From an optimization exercise on the open Yosys and OpenROAD flow, aimed at small area and a short achievable clock period; shortcuts taken in it are not production practice. The RTL was checked by simulation tests, not by an equivalence proof against the original design. No activity file was given, so power comes from the tool's default toggle rates.

==> flow/design.v <==
`timescale 1ns / 1ps
module rf_inv(a, y);
	input a;
	output y;
	assign y = !a;
endmodule
module rf_nand2(a, b, y);
	input a, b;
	output y;
	assign y = !(a & b);
endmodule
module rf_nand3(a, b, c, y);
	input a, b, c;
	output y;
	assign y = !(a & b & c);
endmodule
module rf_nand4(a, b, c, d, y);
	input a, b, c, d;
	output y;
	assign y = !(a & b & c & d);
endmodule
module rf_nor2(a, b, y);
	input a, b;
	output y;
	assign y = !(a | b);
endmodule
module rf_nor3(a, b, c, y);
	input a, b, c;
	output y;
	assign y = !(a | b | c);
endmodule
module rf_nor4(a, b, c, d, y);
	input a, b, c, d;
	output y;
	assign y = !(a | b | c | d);
endmodule
module rf_xnor2(a, b, y);
	input a, b;
	output y;
	assign y = !(a ^ b);
endmodule
module rf_pdec2(a, an, y);
	input [1:0] a, an;
	output [3:0] y;
	genvar k;
	generate for (k = 0; k < 4; k = k + 1) begin : g
		rf_nor2 n(.a(k[0] ? an[0] : a[0]), .b(k[1] ? an[1] : a[1]), .y(y[k]));
	end endgenerate
endmodule
module rf_pdec3(a, an, y);
	input [2:0] a, an;
	output [7:0] y;
	genvar k;
	generate for (k = 0; k < 8; k = k + 1) begin : g
		rf_nor3 n(.a(k[0] ? an[0] : a[0]), .b(k[1] ? an[1] : a[1]),
		          .c(k[2] ? an[2] : a[2]), .y(y[k]));
	end endgenerate
endmodule
module rf_rdsel(A, RW, WE, wnz, nwe, sel);
	input [4:0] A, RW;
	input WE, wnz;
	input [31:1] nwe;
	output [31:0] sel;
	wire [4:0] An, eq;
	wire [3:0] lo;
	wire [7:0] hi;
	wire [31:1] seln;
	wire h1, h2;
	genvar i, r;
	generate for (i = 0; i < 5; i = i + 1) begin : b
		rf_inv inv(.a(A[i]), .y(An[i]));
		rf_xnor2 x(.a(A[i]), .b(RW[i]), .y(eq[i]));
	end endgenerate
	rf_pdec2 pl(.a(A[1:0]), .an(An[1:0]), .y(lo));
	rf_pdec3 ph(.a(A[4:2]), .an(An[4:2]), .y(hi));
	generate for (r = 1; r < 32; r = r + 1) begin : s
		rf_nand3 n(.a(lo[r % 4]), .b(hi[r / 4]), .c(nwe[r]), .y(seln[r]));
		rf_inv d(.a(seln[r]), .y(sel[r]));
	end endgenerate
	rf_nand3 n1(.a(eq[0]), .b(eq[1]), .c(eq[2]), .y(h1));
	rf_nand4 n2(.a(eq[3]), .b(eq[4]), .c(WE), .d(wnz), .y(h2));
	rf_nor2 n3(.a(h1), .b(h2), .y(sel[0]));
endmodule
module rf_or8(s, d, y);
	input [7:0] s, d;
	output y;
	assign y = |(s & d);
endmodule
module rf_rdbit(sel, d, y);
	input [31:0] sel, d;
	output y;
	wire [3:0] o;
	wire [1:0] p;
	genvar k;
	generate for (k = 0; k < 4; k = k + 1) begin : n
		rf_or8 x(.s(sel[8*k+7:8*k]), .d(d[8*k+7:8*k]), .y(o[k]));
	end endgenerate
	rf_nor2 r0(.a(o[0]), .b(o[1]), .y(p[0]));
	rf_nor2 r1(.a(o[2]), .b(o[3]), .y(p[1]));
	rf_nand2 f(.a(p[0]), .b(p[1]), .y(y));
endmodule
module reg_32x32(clk,WE,RA,RB,RW,busA,busB,busW
    );
	input clk,WE;
	input [4:0]RA,RB,RW;
	input [31:0]busW;
	output [31:0]busA,busB;
	wire [4:0] RWn;
	wire WEn, z1, z2, wnz;
	wire [3:0] wlo;
	wire [7:0] whi;
	wire [31:1] nwe;
	wire [31:0] selA, selB;
	genvar i, r, j;
	generate for (i = 0; i < 5; i = i + 1) begin : wb
		rf_inv inv(.a(RW[i]), .y(RWn[i]));
	end endgenerate
	rf_inv wei(.a(WE), .y(WEn));
	rf_pdec2 wpl(.a(RW[1:0]), .an(RWn[1:0]), .y(wlo));
	generate for (i = 0; i < 8; i = i + 1) begin : wh
		rf_nor4 n(.a(WEn), .b(i[0] ? RWn[2] : RW[2]), .c(i[1] ? RWn[3] : RW[3]),
		          .d(i[2] ? RWn[4] : RW[4]), .y(whi[i]));
	end endgenerate
	rf_nor3 wz1(.a(RW[0]), .b(RW[1]), .c(RW[2]), .y(z1));
	rf_nor2 wz2(.a(RW[3]), .b(RW[4]), .y(z2));
	rf_nand2 wz(.a(z1), .b(z2), .y(wnz));
	reg [31:0] file_array [31:1];
	always @(posedge clk)
		if (WE && (RW != 0)) file_array[RW] <= busW;
	generate for (r = 1; r < 32; r = r + 1) begin : g
		wire [31:0] q = file_array[r];
		rf_nand2 w(.a(wlo[r % 4]), .b(whi[r / 4]), .y(nwe[r]));
	end endgenerate
	rf_rdsel sa(.A(RA), .RW(RW), .WE(WE), .wnz(wnz), .nwe(nwe), .sel(selA));
	rf_rdsel sb(.A(RB), .RW(RW), .WE(WE), .wnz(wnz), .nwe(nwe), .sel(selB));
	generate for (j = 0; j < 32; j = j + 1) begin : b
		wire [31:0] col;
		assign col[0] = busW[j];
		for (r = 1; r < 32; r = r + 1) begin : c
			assign col[r] = g[r].q[j];
		end
		rf_rdbit ra(.sel(selA), .d(col), .y(busA[j]));
		rf_rdbit rb(.sel(selB), .d(col), .y(busB[j]));
	end endgenerate
endmodule
==> flow/flow/run.sh <==
#!/bin/bash
set -euo pipefail
export BUFFER_PORTS_ARGS="-buffer_cell sky130_fd_sc_hd__buf_2"
export CTS_ARGS="-sink_clustering_enable -repair_clock_nets -dont_use_dummy_load -buf_list {sky130_fd_sc_hd__clkbuf_4 sky130_fd_sc_hd__clkbuf_8 sky130_fd_sc_hd__clkbuf_16} -sink_clustering_size 25 -sink_clustering_max_diameter 100"
bash standard.sh > flow.log 2>&1
==> flow/standard.sh <==
#!/bin/bash
# synth_recipe.tcl (not shown) runs the flow's synth.tcl, then flattens the netlist and writes it again
# the make line also repeats each setting of config.mk as NAME=value (left out here)
make -C /OpenROAD-flow-scripts/flow DESIGN_CONFIG=/design/flow/config.mk WORK_HOME=/design/flow/orfs CLKGATE_MAP_FILE= SYNTH_SCRIPT=/design/flow/synth_recipe.tcl "${@:-finish}"
==> flow/config.mk <==
export PLATFORM = sky130hd
export DESIGN_NAME = reg_32x32
export DESIGN_NICKNAME = reg_32x32
export VERILOG_FILES = /design/flow/design.v
export SDC_FILE = /design/flow/constraint.sdc
export NUM_CORES = 4
export LEC_CHECK = 0
export CAP_MARGIN = 10
export CORE_MARGIN = 2
export CORE_UTILIZATION = 45
export SETUP_SLACK_MARGIN = 3.3
export SLEW_MARGIN = 10
export SYNTH_HIERARCHICAL = 1
==> flow/constraint.sdc <==
create_clock -name core_clock -period 9.0 [get_ports {clk}]
set_input_delay 1.8000 -clock core_clock [delete_from_list [all_inputs] [get_ports {clk}]]
set_output_delay 1.8000 -clock core_clock [all_outputs]
set_load 0.01 [all_outputs]
==> metrics.cfg <==
[place]
dp.cells = 4120
gp_congestion = 0.939
placedInstanceArea_sq_mm = 0.0442
numPortBuffers = 112
dp_hpwl_mm = 83.9

[clock_network]
cts_tree = built
numCtsBuffers = 46
h-tree-depth = 2
ctsHoldBuffers = 0
clockBufferDepth = 3
cts_sinks = 992
clk_pin_slew_ns = 0.10
root_buffer = clkbuf_16

[logic_synthesis]
yosysWarnings = 7
syn_inst = 2736
syn_area_sq_mm = 0.0412
avgSynthCellArea_sq_um = 15.1
synth_cell_type_count = 16
synth_fp_nets = 2785
synth.yosys.seq_area_share_pct = 72.3
synth-seq-cells = 992

[layout]
drive_above_1_share_pct = 30.6
area_delta_synth_final_pct = 25.2
final_area_sq_mm = 0.0516
largest_register_ffs = 992
fin_cells = 4305
fillers = 6869
antenna_cells = 0
fin_nets = 3180
largest-register = file_array
largestRegisters = file_array x992

[critical_path]
path_class = in2out
cpMaxStageDelayCell = nor2_4
cp.depth = 12
worst-path-buf-inv = 5
cp_top_family = simple AND/OR/NAND/NOR gates
cp-end-kind = primary output
cp_slowest_stage_delay_ns = 0.35
required_ns = 7.20
startpoint_type = input pin
arrival_ns = 4.16
cp_max_fo = 32
crit_chain = buf_4 > inv_1 > nor2_4 > nand2_1 > nand3_1 > inv_1 > buf_8 > a22oi_1 > nand4_1 > nor2_4 > nand2_1 > buf_2

[pwr]
p_leak_uw = 0.0156
p_int_uw = 6320
pwr-share-comb_pct = 9.9
power_density_mw_per_mm2 = 161
power.switching_uw = 1960
p_sw_share_pct = 23.7
power_frac_clock_pct = 27.7
seq_power_share_pct = 62.4
vdd_drop_max_uv = 137

[min_path]
hold-path-endpoint = file_array[3][10]
min_path_cells = 1
worstHoldPathType = in2reg
min_from = busW[10]

[run_status]
status = no timing/DRC/antenna violations

[timing]
hold_viol = 0
drv_slew = 0
setup_viol_count_final = 0
timing.fmax_mhz = 168
tns_ns = 0
rsz0062_at_grt = yes
slew_headroom_pct = 26.7
finalCritPeriodShare_pct = 66.2
tightestPinTransition_ns = 1.10
period_needed_ns = 5.96

[floorplanning]
die_area_sq_mm = 0.0940
start_util_pct = 45.5
core_sq_mm = 0.0904
ios = 113
rows = 110
die_w_microns = 307
die_h_microns = 307

[routing]
drt-wirelength-per-cell_microns = 39.8
num_vias = 32600
drt_iter0_drc = 5596
drc_errors = 0
routed_via_density = 7.57
dr.pass1.iters = 8
routed_wirelength_mm = 171
postRouteAntennaNets = 0

[global_route]
gr-usage-all-layers_pct = 35.2
grt_pass1_vias = 31500
grt_start_max_net_pins = 34
overflow = 0
antenna_found_initial = 5
grt_pass1_wl_mm = 234

[flow_run]
cap_violations = 0

-- worst max-delay path by stage --
stage	to	slack (ns)	from
after floorplan	busA[0]	3.65	RW[3]
after global placement	busA[13]	2.61	RW[2]
after detailed placement	busA[24]	2.56	RW[2]
after CTS	busA[19]	3.17	WE
after global routing	busA[19]	3.02	RW[0]
final	busA[19]	3.04	RW[0]
-- cells in the mapped netlist --
cell          n  area (sq um)
a22oi_1    1024          7690
clkbuf_1      3          11.3
edfxtp_1    992         29800
inv_1        78           293
nand2_1      97           364
nand2b_1      2          12.5
nand3_1      64           320
nand4_1     259          1620
nand4b_1      3          26.3
nand4bb_1     3          33.8
nor2_1      174           653
nor3_2       17           170
nor4_2        8           100
or2_2         1          6.26
or4b_1        1          10.0
xnor2_1      10          87.6
-- final cells by class --
type / instances / area (sq um) / share of cell area, %
inverter: 78 / 483 / 0.936
clock buffer: 46 / 1150 / 2.23
tap: 1176 / 1470 / 2.85
sequential: 992 / 29800 / 57.8
multi-input combinational: 1665 / 13900 / 27.0
timing repair buffer: 348 / 4750 / 9.20
-- placed cells by master (no fill, tap or decap), types with 10 or more instances in the layout --
cell	count
a22oi_1	760
a22oi_2	264
buf_12	65
buf_16	51
buf_2	71
buf_4	89
buf_6	52
clkbuf_16	54
edfxtp_1	992
inv_1	42
inv_8	14
nand2_1	29
nand2_2	56
nand2_4	12
nand3_1	32
nand3_2	11
nand3_4	21
nand4_1	259
nor2_1	40
nor2_2	33
nor2_4	103
nor3_2	11
xnor2_1	10
-- logic make-up (layout without fill, tap and decap cells) --
| logic type | after synthesis | after routing | synth area share, % |
|---|---|---|---|
| buf+inv | 81 | 472 | 0.738 |
| compound gates | 1024 | 1024 | 18.7 |
| xor+xnor | 10 | 10 | 0.213 |
| simple gates | 629 | 631 | 8.05 |
| flops | 992 | 992 | 72.3 |
-- modules after synthesis, one instance, submodules excluded, excerpt --
| module | area (sq um) | cells | copies in the design |
|---|---|---|---|
| reg_32x32 | 30000 | 1038 | 1 |
| rf_or8 | 36.3 | 5 | 256 |
| rf_nor4 | 12.5 | 1 | 8 |
| rf_nor3 | 10.0 | 1 | 17 |
| rf_xnor2 | 8.76 | 1 | 10 |
| rf_nand4 | 6.26 | 1 | 2 |
| rf_nand3 | 5.00 | 1 | 64 |
| rf_inv | 3.75 | 1 | 78 |
| rf_nand2 | 3.75 | 1 | 96 |
| rf_nor2 | 3.75 | 1 | 143 |
-- per-stage QoR --
step	utilization, %	worst slack [ns]	hold slack [ns]	power [uW]
CTS	55.3	3.17	1.67	8200
global placement	48.9	2.61	2.33	5830
floorplan	-	3.65	1.90	5490
global route	57.0	3.02	1.71	8460
detailed placement	48.9	2.56	2.35	5840
finish	57.0	3.04	1.70	8280
-- power by group through the flow --
| stage | Combinational [uW] | Clock [uW] | Sequential (uW) |
|---|---|---|---|
| after floorplan | 227 | 0 | 5260 |
| after global placement | 568 | 0 | 5260 |
| after detailed placement | 577 | 0 | 5270 |
| after CTS | 742 | 2300 | 5160 |
| after global routing | 840 | 2450 | 5170 |
| final | 823 | 2290 | 5170 |
-- per-layer routing --
metal  wire, microns  part of all wire, %  global-route usage, %
met2           76900                   45                   54.2
met1           58300                   34                   44.6
met5              52                0.030                      0
met3           24900                   15                   11.1
met4           11200                  6.5                   18.5
-- repair_timing --
action / CTS / global route
hold endpoints to repair: 0 / 0
gates resized for setup: 713 / 265
gates cloned: 54 / 11
endpoints found under the setup margin: 64 / 64
buffers inserted: 49 / 25
pin swaps: 234 / 227

what the ideal ports hide:
The results above use ideal ports. As a check the final layout listed here was re-extracted and re-timed, cells and wires unchanged. Step 1 (the two cells are an assumption about what drives the block):
set clk [get_ports {clk}]
set_driving_cell -lib_cell sky130_fd_sc_hd__clkbuf_16 $clk
set_driving_cell -lib_cell sky130_fd_sc_hd__buf_2 [delete_from_list [all_inputs] $clk]
Step 2, shift: input delay + t, output delay - t, t = (earliest + latest rising clock arrival at the registers) / 2. This alone moves slack from input paths to output paths. Slacks: ideal / step 1 / step 2; pairs: ideal / step 1.
t (ns): 0.692
slack for setup (ns): 3.042 / 2.985 / 2.985
worst register clock-pin slew, ns: 0.10 / 0.10
cell pins on the clock port's net: 1
After both steps setup and hold are still met in this run. For this run, drivers alone change the setup slack by -0.057 ns; drivers and shift together by -0.057 ns.
